Background: an optimization exercise with open tools, aiming at small area. Do not read the settings as production practice. For this run, only the layout was checked, not whether the RTL still works.

==> design.v <==
`timescale 1ns / 1ps
module prescaler(
        clk,
        rst,
        clk_out
    );
    input wire clk;
    input rst;
    output wire clk_out;
    parameter integer FPGA_CLK = 100000000;
    parameter integer LIGHT_CLK = 1000;
    parameter integer clk_context = FPGA_CLK/LIGHT_CLK;
    integer clk_counter;
    reg temp_clk;
    assign clk_out = (clk_counter == (clk_context / 2) - 1) && !temp_clk;
    always @(posedge clk, posedge rst ) begin
        if (rst == 1) begin
            temp_clk <= 0;
            clk_counter <= 0;
        end
        else begin
            if (clk_counter == (clk_context / 2) - 1) begin
                clk_counter <= 0;
                temp_clk <= !temp_clk;
            end
            else 
                clk_counter <= clk_counter + 1;
        end
    end
endmodule
`timescale 1ns / 1ps
module binaryDisplay(
        SW,
        clk,
        reset,
        segmentDisplay,
        an,
        dp
    );
    input [12:0] SW;
    input wire clk;
    input reset;
    output reg [6:0] segmentDisplay;
    output reg [3:0] an;
    output reg dp;
    integer totalVal;
    wire clk_output;
    prescaler #(.LIGHT_CLK(5000000)) PRESCALER (.clk(clk), .rst(reset), .clk_out(clk_output));
    localparam STATE_RESET = 3'b000;
    localparam STATE_BIT_0 = 3'b001;
    localparam STATE_BIT_1 = 3'b010;
    localparam STATE_BIT_2 = 3'b011;
    localparam STATE_BIT_3 = 3'b100;
    localparam STATE_UNUSED_1 = 3'b101;
    localparam STATE_UNUSED_2 = 3'b110;
    localparam STATE_UNUSED_3 = 3'b111;
    reg[2:0] CurrentState;
    reg[2:0] NextState;
    integer onePos;
    integer tenPos;
    integer hundredPos;
    integer thousandPos;
    always @(*) begin
        totalVal = SW;
    end
    always @(posedge clk , posedge reset) begin
        if (reset == 1) begin
            CurrentState <= STATE_RESET;
        end else begin
            CurrentState <= NextState;
        end
    end
    always @(posedge clk, posedge reset) begin
        if (reset == 1) begin
            NextState <= STATE_RESET;
            dp <= 1'b0;
            an <= 4'b0000;
            segmentDisplay <= 7'b000_0000;
        end else if (clk_output) begin
            NextState <= CurrentState;
            case (CurrentState)
                STATE_RESET : begin
                    dp <= 1'b0;
                    an <= 4'b0000;
                    segmentDisplay <= 7'b000_0000;
                    NextState <= STATE_BIT_0;
                end
                STATE_BIT_0 : begin
                    onePos = totalVal % 10;
                    case (onePos)
                        'd0 : segmentDisplay <= 7'b100_0000;
                        'd1 : segmentDisplay <= 7'b111_1001;
                        'd2 : segmentDisplay <= 7'b010_0100;
                        'd3 : segmentDisplay <= 7'b011_0000;
                        'd4 : segmentDisplay <= 7'b001_1001;
                        'd5 : segmentDisplay <= 7'b001_0010;
                        'd6 : segmentDisplay <= 7'b000_0010;
                        'd7 : segmentDisplay <= 7'b111_1000;
                        'd8 : segmentDisplay <= 7'b000_0000;
                        'd9 : segmentDisplay <= 7'b001_0000;
                        default : segmentDisplay <= 7'b000_0000;
                    endcase
                    dp <= 1'b1;
                    an <= 4'b1110;
                    NextState <= STATE_BIT_1;
                end
                STATE_BIT_1 : begin
                    tenPos = (totalVal % 100) / 10;
                    case (tenPos)
                        'd0 : segmentDisplay <= 7'b100_0000;
                        'd1 : segmentDisplay <= 7'b111_1001;
                        'd2 : segmentDisplay <= 7'b010_0100;
                        'd3 : segmentDisplay <= 7'b011_0000;
                        'd4 : segmentDisplay <= 7'b001_1001;
                        'd5 : segmentDisplay <= 7'b001_0010;
                        'd6 : segmentDisplay <= 7'b000_0010;
                        'd7 : segmentDisplay <= 7'b111_1000;
                        'd8 : segmentDisplay <= 7'b000_0000;
                        'd9 : segmentDisplay <= 7'b001_0000;
                        default : segmentDisplay <= 7'b000_0000;
                    endcase
                    dp <= 1'b1;
                    an <= 4'b1101;
                    NextState <= STATE_BIT_2;
                end
                STATE_BIT_2 : begin
                    hundredPos = ((totalVal % 1000) - (totalVal % 100)) / 100;
                    case (hundredPos)
                        'd0 : segmentDisplay <= 7'b100_0000;
                        'd1 : segmentDisplay <= 7'b111_1001;
                        'd2 : segmentDisplay <= 7'b010_0100;
                        'd3 : segmentDisplay <= 7'b011_0000;
                        'd4 : segmentDisplay <= 7'b001_1001;
                        'd5 : segmentDisplay <= 7'b001_0010;
                        'd6 : segmentDisplay <= 7'b000_0010;
                        'd7 : segmentDisplay <= 7'b111_1000;
                        'd8 : segmentDisplay <= 7'b000_0000;
                        'd9 : segmentDisplay <= 7'b001_0000;
                        default : segmentDisplay <= 7'b000_0000;
                    endcase
                    dp <= 1'b1;
                    an <= 4'b1011;
                    NextState <= STATE_BIT_3;
                end
                STATE_BIT_3 : begin
                    thousandPos = (totalVal  - (totalVal % 1000)) / 1000;
                    case (thousandPos)
                        'd0 : segmentDisplay <= 7'b100_0000;
                        'd1 : segmentDisplay <= 7'b111_1001;
                        'd2 : segmentDisplay <= 7'b010_0100;
                        'd3 : segmentDisplay <= 7'b011_0000;
                        'd4 : segmentDisplay <= 7'b001_1001;
                        'd5 : segmentDisplay <= 7'b001_0010;
                        'd6 : segmentDisplay <= 7'b000_0010;
                        'd7 : segmentDisplay <= 7'b111_1000;
                        'd8 : segmentDisplay <= 7'b000_0000;
                        'd9 : segmentDisplay <= 7'b001_0000;
                        default : segmentDisplay <= 7'b000_0000;
                    endcase
                    dp <= 1'b1;
                    an <= 4'b0111;
                    NextState <= STATE_BIT_0;
                end
                STATE_UNUSED_1 : begin
                    NextState <= STATE_RESET;
                end
                STATE_UNUSED_2 : begin
                    NextState <= STATE_RESET;
                end
                STATE_UNUSED_3 : begin
                    NextState <= STATE_RESET;
                end
                default: begin
                    NextState <= STATE_RESET;
                end
            endcase
        end
    end 
endmodule
==> run.sh <==
#!/bin/bash
# synth_recipe.tcl (not shown) runs the flow's synth.tcl, then flattens the netlist and writes it again
# the make line also repeats each setting of config.mk as NAME=value (left out here)
make -C /OpenROAD-flow-scripts/flow DESIGN_CONFIG=/design/flow/config.mk WORK_HOME=/design/flow/orfs CLKGATE_MAP_FILE= SYNTH_SCRIPT=/design/flow/synth_recipe.tcl finish
==> config.mk <==
export PLATFORM = sky130hd
export DESIGN_NAME = binaryDisplay
export DESIGN_NICKNAME = binaryDisplay
export VERILOG_FILES = /design/flow/design.v
export SDC_FILE = /design/flow/constraint.sdc
export NUM_CORES = 4
export LEC_CHECK = 0
export CAP_MARGIN = 20
export CORE_MARGIN = 2
export CORE_UTILIZATION = 40
export SLEW_MARGIN = 20
==> constraint.sdc <==
create_clock -name core_clock -period 50.0 [get_ports {clk}]
set_input_delay 10.0000 -clock core_clock [delete_from_list [all_inputs] [get_ports {clk}]]
set_output_delay 10.0000 -clock core_clock [all_outputs]
set_load 0.01 [all_outputs]
==> results.toml <==
[drt]
drt_pass1_iterations = 8
wl_per_cell_um = 17.2
ant_nets = 0
routed_wl_mm = 51.4
dr_total_vias = 18737
post-route-drc-count = 0
drt_iter0_markers = 1406
viasPerCell = 6.27

[placement]
portBuffers = 26
dp_slack_ns = 5.41
dpl.hpwl_mm = 40.7
gp_congestion = 0.925

[global_route]
grt_pass1_wl_mm = 85.6
overflow = 0
grt_pass1_vias = 17157
antenna_found_initial = 0
grt_usage = 0.224
grt_max_degree = 52

[critical_path]
arrival_ns = 45.29
cp-start-kind = "primary input"
crit_slowest_cell = "a2111oi_0"
path_class = "in -> reg"
cp_data_required_time_ns = 50.22
crit_path_max_incr_delay_ns = 0.93
path_max_fanout = 25
ff2ff_setup_slack_ns = 45.79
worst_path_most_repeated_cell = "nand2_1"
end_kind = "register"

[synthesis]
synth-seq-area-share = 0.0752
yosysWarnings = 2
synthCells = 2490
synth_edf_count = 0
ys_types = 127
synth_area_per_cell_um2 = 6.81
synth_ff_type = "dfrtp_1"
async_flop_share = 1.00
ys_ff_latch = 51
netlist_area_um2 = 17000

[timing]
worstMarginPinSlew_ns = 1.06
period_share = 0.901
clock.fmax_ghz = 0.0222
fin_ws_ns = 4.93
slew_violations = 0
rsz0062_at_grt = "false"
holdWs_ns = 0.374
hold_viol = 0
fin_tns_setup_ns = 0
finalSetupViolCount = 0
fin_skew_ns = 0.00782
slew_headroom = 0.275
fin_crit_ns = 45.07

[clock_tree]
post_cts_buffers = 0
path_clk_slew_ns = 0.07
cts_num_sinks = 51
cts_resized = 0
clock_path_buffers = 2
postCtsHoldBufs = 0
htreeDepth = 2
cts-root-buf = "clkbuf_16"
clkLatencyLatePin_ns = 0.29
cts_inserted_buffers = 5
cts_tree = "built"

[die]
fp.dieW_um = 210
core-area_um2 = 41900
die_area_um2 = 44100
ios = 27
initial_core_util = 0.405
rows = 75
dieHeight_um = 210

[hold_path]
worst_hold_path_type = "reg -> reg"

[finish]
num-fill-cells = 4346
area_delta_synth_final_pct = 4.82
layout-drive-gt1-share = 0.0548
antenna-diode-count = 0
final_nets = 2538

[job]
maxCapViolations = 0

[run_status]
outcome = "complete, no violations"
==> cell type report <==
type	count	area [µm²]	share of cell area
inverters	108	407	0.0229
clock buffers	6	129	0.00725
well taps	539	674	0.0379
repair buffers	38	348	0.0196
flip-flops and latches	51	1280	0.0718
clock inverters	2	12.5	0.000704
multi-input cells	2242	14900	0.840
==> Yosys cell counts (all sizes together), types with 34 or more instances <==
library cell	count	area [µm²]
xnor2	162	1430
and2	37	231
nand2b	34	213
nor3	80	405
xor2	71	644
a211oi	35	268
mux2i	49	514
ha	77	963
o21ai	184	943
nand2	279	1050
dfrtp	51	1280
nor2	251	942
a31oi	39	272
inv	106	398
a21o	46	347
o211ai	41	327
nand3	90	450
a21oi	162	826
clkbuf	72	270
==> path summary, 6_finish.rpt <==
check,startpoint,depth (start not counted),to
max in group asynchronous,reset,2,PRESCALER.clk_counter[18]
setup reg to reg,CurrentState[2],14,segmentDisplay[4]
min in group asynchronous,reset,2,an[3]
setup / recovery,SW[9],114,segmentDisplay[4]
hold / removal,NextState[1],0,CurrentState[1]
hold reg to reg,NextState[1],0,CurrentState[1]
==> cells in the final DEF (no fill, tap or decap), types with 19 or more instances in the layout <==
master / count
or3_1: 27
nand4_1: 30
o22ai_1: 28
o21a_1: 32
a211oi_1: 34
nand2b_1: 34
inv_1: 103
dfrtp_1: 51
nand2_1: 278
nor4_1: 28
or2_2: 21
and2_1: 36
a31oi_1: 35
nor2_1: 251
o211ai_1: 39
ha_1: 77
and3_1: 23
nor3_1: 78
xor2_1: 68
o31ai_1: 25
o21ai_1: 34
nor2b_1: 19
nand3_1: 90
mux2i_1: 45
a21oi_1: 160
a21o_1: 45
xnor2_1: 160
o21ai_0: 146
clkdlybuf4s50_1: 26
==> stage by stage <==
stage | std cells | instance area, µm² | util
2_1_floorplan | 2496 | 17000 | -
3_3_place_gp | 2977 | 17600 | 0.420
3_5_place_dp | 2977 | 17600 | 0.420
4_1_cts | 2985 | 17800 | 0.424
5_1_grt | 2986 | 17800 | 0.424
6_report | 2986 | 17800 | 0.424
==> state kept, by name (all words and copies together) (netlist names) <==
register	count
CurrentState	3
NextState	3
PRESCALER.clk_counter	32
PRESCALER.temp_clk	1
an	4
dp	1
segmentDisplay	7
==> layer usage <==
metal | global-route usage | part of all wire | wire length, µm
met1 | 0.302 | 0.46 | 23500
met5 | 0 | 0 | 0
met3 | 0.0103 | 0.043 | 2190
met2 | 0.395 | 0.48 | 24600
met4 | 0.0533 | 0.021 | 1090
==> cell families (layout without fill, tap and decap cells) <==
logic type / count (synthesis) / count (layout) / synth area share
other cells: 2 / 8 / 0.000443
flops: 51 / 51 / 0.0752
mux: 69 / 69 / 0.0442
xor+xnor: 233 / 233 / 0.122
buf+inv: 203 / 154 / 0.0464
compound gates: 845 / 845 / 0.359
simple gates: 991 / 991 / 0.285
fa+ha+maj: 96 / 96 / 0.0681
==> critical path: cells and delay by family <==
kind / cells / cell delay, ns
AO/OA/AOI/OAI: 53 / 16.90
AND/OR/NAND/NOR: 40 / 10.26
XOR/XNOR: 8 / 2.90
multiplexers: 5 / 2.19
buffers and inverters: 2 / 1.09
adder cells (fa/ha/maj): 6 / 1.86

==> afterwards: timing with drivers on the ports <==
The results above use ideal ports. As a check the final layout listed here was re-extracted and re-timed, cells and wires unchanged.
Step 1, drivers: a clkbuf_16 drives clk and a buf_2 each remaining input, both assumed.
Step 2 times the ports against the registers' clock, not the clock port: input delays grow and output delays shrink by t, the midpoint of the rising clock arrivals with the driver on.
Slacks: no drivers / after step 1 / after step 2; pairs: no drivers / after step 1.
t, ns: 0.317
setup WS [ns]: 4.932 / 4.941 / 4.625
worst setup path after step 2: input to register
worst slew at a driven data input, ns: 0.03
After both steps this run still meets setup and hold. The setup slack of this run moves by +0.009 ns with the drivers and by -0.307 ns with both steps.
